This design comes from an exercise in tuning for a short achievable clock period and few clock cycles on the open sky130 flow, not from production work. Only simulation tests tie the RTL to the original design; equivalence was not proved. Power is estimated from default activity; no workload was simulated.

==> run G <==
## Main_Controller
module Main_Controller(
  input clk, reset,
  output [9:0] imem_addr,        
  input [31:0] imem_data,        
  output [9:0] dmem_addr,        
  output dmem_we,                
  output [31:0] dmem_wdata,      
  input [31:0] dmem_rdata        
);
clock: 9.0 ns
lec_check: 0
abc_clock_period_in_ps: 3500
cap_margin: 20
core_margin: 2
core_utilization: 40
place_density: 0.6
setup_slack_margin: 5
slew_margin: 20
tns_end_percent: 100
run.sh (not shown) runs the stock make flow with config.mk's settings and CLKGATE_MAP_FILE= SYNTH_SCRIPT=/design/flow/synth_recipe.tcl, a recipe that flattens the netlist after the stock synthesis.
==> inputs of run X, as changes to run G <==
--- a/flow/design.v
+++ b/flow/design.v
@@ -207,11 +207,13 @@
   reg e_cin;
   reg e_sum;                     
   reg [5:0] e_sel;
   reg [4:0] e_rd;
   reg e_we, e_lw, e_sw, e_jr;
-  reg [9:0] e_addr;              
+  reg [4:0] e_alo, e_ah0, e_ah1;
+  reg e_acy;
+  wire [9:0] e_addr = {e_acy ? e_ah1 : e_ah0, e_alo};
   reg [5:0] e_br;                
   reg e_pred;                    
   reg [9:0] e_alt;               
   reg [TW-1:0] e_ci;                
   reg e_shok;                    
@@ -295,12 +297,11 @@
   wire [31:0] w_rt = (w_we && w_rd == rt) ? w_data : Register_Data[rt];
   wire fwd_a = e_fwd && e_rd == rs;
   wire [31:0] rf_a = fwd_a ? wb_data : w_rs;
   wire [5:0] aw_lo = {1'b0, w_rs[4:0]} + {1'b0, I[4:0]};
   wire [4:0] aw_h0 = w_rs[9:5] + I[9:5];
-  wire [4:0] aw_h1 = w_rs[9:5] + I[9:5] + 5'd1;
-  wire [9:0] addr_w = {aw_lo[5] ? aw_h1 : aw_h0, aw_lo[4:0]};
+  wire [5:0] aw_h1 = {w_rs[9:5], 1'b1} + {I[9:5], 1'b1};
   wire [9:0] cs_s = e_a[9:0] ^ e_c[9:0] ^ I[9:0];
   wire [9:0] cs_c = (e_a[9:0] & e_c[9:0]) | (e_a[9:0] & I[9:0]) | (e_c[9:0] & I[9:0]);
   wire [9:0] addr_s = cs_s + {cs_c[8:0], 1'b0};
   wire [9:0] addr_l = ld_data[9:0] + I[9:0];
   wire [9:0] addr_e = e_lw ? addr_l : addr_s;
@@ -311,11 +312,13 @@
   wire [9:0] pc1 = PC + 10'd1;
   wire [9:0] pc2 = PC + 10'd2;
   wire [9:0] jt = I[9:0];
   wire [9:0] d_tgt = pc1 + I[9:0];           
   wire [TN-1:0] oh1 = {oh0[TN-2:0], oh0[TN-1]};
-  reg bt_v1, bt_j1, bt_sk1, jb_v1, jb_sk1, jb_v0, jb_sk0;
+  reg bt_v1, bt_j1, bt_sk1, jb_v1, jb_sk1, jb_v0, jb_sk0, bt_v0;
+  reg [9:TW] bt_tag0;
+  reg [9:0] bt_tgt0;
   reg [9:TW] bt_tag1, jb_tag1, jb_tag0;
   reg [5:0] bt_br1, jb_br1, jb_br0;
   reg [4:0] bt_rs1, bt_rt1, jb_rs1, jb_rt1, jb_rs0, jb_rt0;
   reg [9:0] bt_tgt1, jb_tgt1, jb_nxt1, jb_tgt0, jb_nxt0;
   reg [1:0] cnt1, jb_cnt1, cnt0, jb_cnt0;
@@ -330,10 +333,11 @@
     bt_rs1 = 5'd0; bt_rt1 = 5'd0; bt_tgt1 = 10'd0; cnt1 = 2'd0;
     jb_v1 = 1'b0; jb_sk1 = 1'b0; jb_tag1 = 0; jb_br1 = 6'd0; jb_rs1 = 5'd0; jb_rt1 = 5'd0;
     jb_tgt1 = 10'd0; jb_nxt1 = 10'd0; jb_cnt1 = 2'd0;
     jb_v0 = 1'b0; jb_sk0 = 1'b0; jb_tag0 = 0; jb_br0 = 6'd0; jb_rs0 = 5'd0; jb_rt0 = 5'd0;
     jb_tgt0 = 10'd0; jb_nxt0 = 10'd0; jb_cnt0 = 2'd0; cnt0 = 2'd0;
+    bt_v0 = 1'b0; bt_tag0 = 0; bt_tgt0 = 10'd0;
     kb_v1 = 1'b0; kb_sk1 = 1'b0; kb_br1 = 6'd0; kb_rs1 = 5'd0; kb_rt1 = 5'd0;
     kb_tgt1 = 10'd0; kb_nxt1 = 10'd0; kb_cnt1 = 2'd0;
     kb_v0 = 1'b0; kb_sk0 = 1'b0; kb_br0 = 6'd0; kb_rs0 = 5'd0; kb_rt0 = 5'd0;
     kb_tgt0 = 10'd0; kb_nxt0 = 10'd0; kb_cnt0 = 2'd0;
     for (k = 0; k < TN; k = k + 1) begin
@@ -363,10 +367,13 @@
       jb_rt0  = jb_rt0  | ({5{oh0[k]}} & jb_rt[k]);
       jb_tgt0 = jb_tgt0 | ({10{oh0[k]}} & jb_tgt[k]);
       jb_nxt0 = jb_nxt0 | ({10{oh0[k]}} & jb_nxt[k]);
       jb_cnt0 = jb_cnt0 | ({2{oh0[k]}} & jb_cnt[k]);
       cnt0    = cnt0    | ({2{oh0[k]}} & cnt[k]);
+      bt_v0   = bt_v0   | (oh0[k] & bt_v[k]);
+      bt_tag0 = bt_tag0 | ({(10-TW){oh0[k]}} & bt_tag[k]);
+      bt_tgt0 = bt_tgt0 | ({10{oh0[k]}} & bt_tgt[k]);
       kb_v1   = kb_v1   | (oh1[k] & kb_v[k]);
       kb_sk1  = kb_sk1  | (oh1[k] & kb_sk[k]);
       kb_br1  = kb_br1  | ({6{oh1[k]}} & kb_br[k]);
       kb_rs1  = kb_rs1  | ({5{oh1[k]}} & kb_rs[k]);
       kb_rt1  = kb_rt1  | ({5{oh1[k]}} & kb_rt[k]);
@@ -381,11 +388,12 @@
       kb_tgt0 = kb_tgt0 | ({10{oh0[k]}} & kb_tgt[k]);
       kb_nxt0 = kb_nxt0 | ({10{oh0[k]}} & kb_nxt[k]);
       kb_cnt0 = kb_cnt0 | ({2{oh0[k]}} & kb_cnt[k]);
     end
   end
-  wire d_pred = cnt0[1];
+  wire h0 = bt_v0 && bt_tag0 == PC[9:TW];
+  wire d_pred = cnt0[1] & h0;
   wire [TW-1:0] i1 = pc1[TW-1:0];
   wire h1 = bt_v1 && bt_tag1 == pc1[9:TW];
   wire [9:0] t1 = bt_tgt1;
   wire pr1 = cnt1[1] & ~bt_sk1;
   wire h2 = jb_v1 && jb_tag1 == pc1[9:TW];
@@ -405,11 +413,11 @@
   reg [9:0] npc;
   always @(*) begin
     if (squash)                     npc = alt;
     else if (stall)                 npc = PC;
     else if (d_j)                   npc = h3 ? (pr3 ? jb_tgt0 : h3b ? (pr3b ? kb_tgt0 : kb_nxt0) : jb_nxt0) : jt;
-    else if (d_isbr & d_pred)       npc = d_tgt;
+    else if (d_isbr & d_pred)       npc = bt_tgt0;
     else if (fold1_br)              npc = pr1 ? t1 : pc2;
     else if (fold1_j)               npc = h2 ? (pr2 ? jb_tgt1 : h2b ? (pr2b ? kb_tgt1 : kb_nxt1) : jb_nxt1) : t1;
     else                            npc = pc1;
   end
   reg [5:0] n_br;
@@ -565,11 +573,14 @@
     e_c <= op2;
     e_cin <= d_inv;
     e_sum <= d_sel[0] & ~d_inv;
     e_sel <= d_sel;
     e_rd <= d_rdst ? rd : rt;
-    e_addr <= fwd_a ? addr_e : addr_w;
+    e_alo <= fwd_a ? addr_e[4:0] : aw_lo[4:0];
+    e_ah0 <= fwd_a ? addr_e[9:5] : aw_h0;
+    e_ah1 <= fwd_a ? addr_e[9:5] : aw_h1[5:1];
+    e_acy <= ~fwd_a & aw_lo[5];
     e_pred <= d_pred;
     e_alt <= d_pred ? pc1 : d_tgt;
     e_ci <= i0;
     e_shok <= ~d_j & ~d_jr & ~d_isbr;
     p_rs <= n_rs;
==> comparison <==
Run G produced a layout that fails on antenna rules. Run X ran to the end with no violations.
Final cell count: run G is lower than run X (1.2%).
Between run X and run G, the lower global-route usage is in run G (gap 0.92 points).
In run G the area after synthesis is smaller than in run X, by 0.70%.
Of run X and run G, run X has the higher die area (gap about 0.7%, measured against run G).
Wire length: run G is smaller than run X (about 3%).
Against run X, the fmax of run G is lower by about 4.3%.
Between run G and run X, the lower synthesized cell count is in run G (gap 1.2%, measured against run X).
Against run X, the sequential cell count of run G is lower by 6.
Between run G and run X, the lower first-iteration DRC count is in run X (gap 5.5%, measured against run X).
==> figures <==
Status: run X finished clean; run G complete, but fails checks
Reasons for failing layout checks: run X -; run G antenna rules
Number of gates resized after CTS: run X 1,064; run G 929
Antenna violations before repair: run X 108; run G 92
Flip-flop and latch count: run X 3,488; run G 3,482
Critical path fanouts, max: run X 7; run G 24
Share of power burned in registers: run X 0.305; run G 0.319
Comb group: run X 32.4 mW; run G 28.8 mW
Post-placement cell count: run X 20,300; run G 19,950
Detailed-route via count: run X 156,600; run G 153,800
Largest stage delay on the critical path: run X 640 ps; run G 1120 ps
Global routing met3 resource utilization: run X 0.1503; run G 0.1512
Xor/xnor share of the synthesized area: run X 0.007285; run G 0.007153
Non-CTS buffers: run X 999; run G 1,001
Register bit total from synthesis: run X 3,488; run G 3,482
Post-synth net total: run X 14,770; run G 14,590
Number of global-route vias before repair: run X 146,100; run G 143,300
Reg2Reg Depth: run X 18; run G 20
Area taken by flip-flops and latches: run X 0.09967 mm²; run G 0.09954 mm²
Worst slew margin relative to its limit: run X 0.05643; run G 0.05135
Testbench counts of run G, summed over its fixed seeds: cycles 44,337.
Testbench counts of run X, summed over its fixed seeds: cycles 44,339.


==> run K: inputs <==
Another version of the RTL of Main_Controller (not shown whole).
export LEC_CHECK = 0
export ABC_CLOCK_PERIOD_IN_PS = 3500
export CAP_MARGIN = 20
export CORE_MARGIN = 2
export CORE_UTILIZATION = 40
export PLACE_DENSITY = 0.6
export SETUP_SLACK_MARGIN = 5
export SLEW_MARGIN = 20
export TNS_END_PERCENT = 100
create_clock -name core_clock -period 9.0 [get_ports {clk}]
==> run A: changes against run K <==
--- a/flow/design.v
+++ b/flow/design.v
@@ -4,82 +4,36 @@
   input Sub,                     
   input [4:0] Shamt,             
   input [5:0] Sel,               
   output [31:0] Result
 );
-  wire [31:0] sum, dif;
-  Adder S0(.A(A), .B(C), .Cin(1'b0), .S(sum));
-  Adder S1(.A(A), .B(~C), .Cin(1'b1), .S(dif));
-  wire lt, eq;
-  Compare C0(.A(A), .B(C), .Lt(lt), .Eq(eq));
+  wire [31:0] sum = A + C;
+  wire [31:0] dif = A - C;
+  wire lt = (A[31] & ~C[31]) | (~(A[31] ^ C[31]) & dif[31]);
   assign Result = ({32{Sel[0] & ~Sub}} & sum) |
                   ({32{Sel[0] & Sub}} & dif) |
                   ({32{Sel[1]}} & (A & C)) |
                   ({32{Sel[2]}} & (A | C)) |
                   ({32{Sel[3]}} & (A << Shamt)) |
                   ({32{Sel[4]}} & (A >> Shamt)) |
                   ({32{Sel[5]}} & {31'd0, lt});
 endmodule
-module Adder(
-  input [31:0] A,
-  input [31:0] B,
-  input Cin,
-  output [31:0] S
-);
-  wire [31:0] p = A ^ B;
-  reg [31:0] g, t;
-  integer k, s;
-  always @(*) begin
-    g = A & B;
-    t = p;
-    g[0] = g[0] | (p[0] & Cin);
-    for (s = 1; s < 32; s = s * 2)
-      for (k = 31; k >= 0; k = k - 1)
-        if ((k & s) != 0) begin
-          g[k] = g[k] | (t[k] & g[(k & ~(s - 1)) - 1]);
-          t[k] = t[k] & t[(k & ~(s - 1)) - 1];
-        end
-  end
-  assign S = p ^ {g[30:0], Cin};
-endmodule
 module Branching(
   input [31:0] A,
   input [31:0] B,
   input [5:0] Br,                
   input Pred,                    
   output Taken,
   output Mispredict
 );
-  wire eq, lt;
-  Compare C0(.A(A), .B(B), .Lt(lt), .Eq(eq));
+  wire eq = (A == B);
+  wire lt = $signed(A) < $signed(B);
   wire gt = ~lt & ~eq;
   assign Taken = (Br[0] & eq) | (Br[1] & ~eq) | (Br[2] & gt) |
                  (Br[3] & ~lt) | (Br[4] & lt) | (Br[5] & ~gt);
   assign Mispredict = (|Br) & (Taken ^ Pred);
 endmodule
-module Compare(
-  input [31:0] A,
-  input [31:0] B,
-  output Lt,                     
-  output Eq
-);
-  wire [31:0] a = {~A[31], A[30:0]};
-  wire [31:0] b = {~B[31], B[30:0]};
-  reg [31:0] l, e;
-  integer k, s;
-  always @(*) begin
-    l = ~a & b;
-    e = ~(a ^ b);
-    for (s = 1; s < 32; s = s * 2)
-      for (k = 0; k < 32; k = k + 2 * s) begin
-        l[k] = l[k + s] | (e[k + s] & l[k]);
-        e[k] = e[k + s] & e[k];
-      end
-  end
-  assign Lt = l[0];
-  assign Eq = e[0];
-endmodule
 module Decode(
   input [31:0] Instruction,
   output Is_Jump,                
   output Is_Jr,
   output Reg_Write,
@@ -263,14 +217,11 @@
   wire d_isbr = |d_br;
   wire [31:0] w_rs = (w_we && w_rd == rs) ? w_data : Register_Data[rs];
   wire [31:0] w_rt = (w_we && w_rd == rt) ? w_data : Register_Data[rt];
   wire fwd_a = e_fwd && e_rd == rs;
   wire [31:0] rf_a = fwd_a ? wb_data : w_rs;
-  wire [5:0] aw_lo = {1'b0, w_rs[4:0]} + {1'b0, I[4:0]};
-  wire [4:0] aw_h0 = w_rs[9:5] + I[9:5];
-  wire [4:0] aw_h1 = w_rs[9:5] + I[9:5] + 5'd1;
-  wire [9:0] addr_w = {aw_lo[5] ? aw_h1 : aw_h0, aw_lo[4:0]};
+  wire [9:0] addr_w = w_rs[9:0] + I[9:0];
   wire [9:0] cs_s = e_a[9:0] ^ e_c[9:0] ^ I[9:0];
   wire [9:0] cs_c = (e_a[9:0] & e_c[9:0]) | (e_a[9:0] & I[9:0]) | (e_c[9:0] & I[9:0]);
   wire [9:0] addr_s = cs_s + {cs_c[8:0], 1'b0};
   wire [9:0] addr_l = ld_data[9:0] + I[9:0];
   wire [9:0] addr_e = e_lw ? addr_l : addr_s;
==> impl_table.tex <==
\begin{tabular}{lr}
\hline
Metric & Value \\
\hline
\multicolumn{2}{l}{\textbf{Status}} \\
\quad Status & timing/DRC/antenna clean \\
\multicolumn{2}{l}{\textbf{Yosys}} \\
\quad Cells after Synth & about 11000 \\
\multicolumn{2}{l}{\textbf{Power}} \\
\quad Sw Pwr & around 17 mW \\
\quad Combinational fraction of design power & 0.378 \\
\multicolumn{2}{l}{\textbf{Hold path}} \\
\quad Worst min-delay path endpoint & q\_alt[6]\$\_DFF\_P\_ \\
\multicolumn{2}{l}{\textbf{STA}} \\
\quad Max Clock Skew & 0.0577 ns \\
\multicolumn{2}{l}{\textbf{Setup path}} \\
\quad Crit path max-delay cell type & sky130\_fd\_sc\_hd\_\_fa\_2 \\
\quad Largest incremental delay on the critical path & $\sim$0.46 ns \\
\multicolumn{2}{l}{\textbf{Cells and area}} \\
\quad Area of the multi-input gates & 70000 µm² \\
\multicolumn{2}{l}{\textbf{Global routing}} \\
\quad Met1 Resource Use GR & 0.405 \\
\hline
\end{tabular}
# the run above: run A

==> impl_table.tex <==
\begin{tabular}{lr}
\hline
Metric & Value \\
\hline
\multicolumn{2}{l}{\textbf{Setup path}} \\
\quad Largest incremental delay on the critical path & 0.58 ns \\
\quad Crit path max-delay cell type & sky130\_fd\_sc\_hd\_\_mux4\_2 \\
\multicolumn{2}{l}{\textbf{STA}} \\
\quad Max Clock Skew & 0.0521 ns \\
\multicolumn{2}{l}{\textbf{Cells and area}} \\
\quad Area of the multi-input gates & slightly above 70000 µm² \\
\multicolumn{2}{l}{\textbf{Status}} \\
\quad Status & timing/DRC/antenna clean \\
\multicolumn{2}{l}{\textbf{Yosys}} \\
\quad Cells after Synth & about 11000 \\
\multicolumn{2}{l}{\textbf{Global routing}} \\
\quad Met1 Resource Use GR & 0.416 \\
\hline
\end{tabular}
# the run above: run K

Testbench counts of run K, summed over its fixed seeds: cycles 46,299.
Testbench counts of run A, summed over its fixed seeds: cycles 46,299.

-- re-timing with driven ports --
The results above use ideal ports. As a check the final layouts listed here were re-extracted and re-timed, cells and wires unchanged. Step 1 assumes that a clkbuf_16 drives the clock port and a buf_2 every other input. Step 2 adds t to the input delays and takes it off the output delays; t is the mean of the earliest and latest rising clock arrival at the registers after step 1. Input paths then give back, and output paths get back, about the clock's delay inside the block. Slacks: ideal / step 1 / step 2; pairs: ideal / step 1.
run	shift t [ns]	setup WS [ns]	latest minus earliest clock arrival (ns)	pins driven straight from the clock port
run G	1.151	4.331 / 4.290 / 3.139	0.102 / 0.102	1
run X	1.139	4.530 / 4.263 / 3.124	0.100 / 0.100	1
run K	1.034	4.632 / 4.214 / 3.180	0.060 / 0.060	1
run A	1.041	4.201 / 4.041 / 3.000	0.058 / 0.058	1
For run K, which loses most, drivers alone change the setup slack by -0.418 ns; drivers and shift together by -1.452 ns.
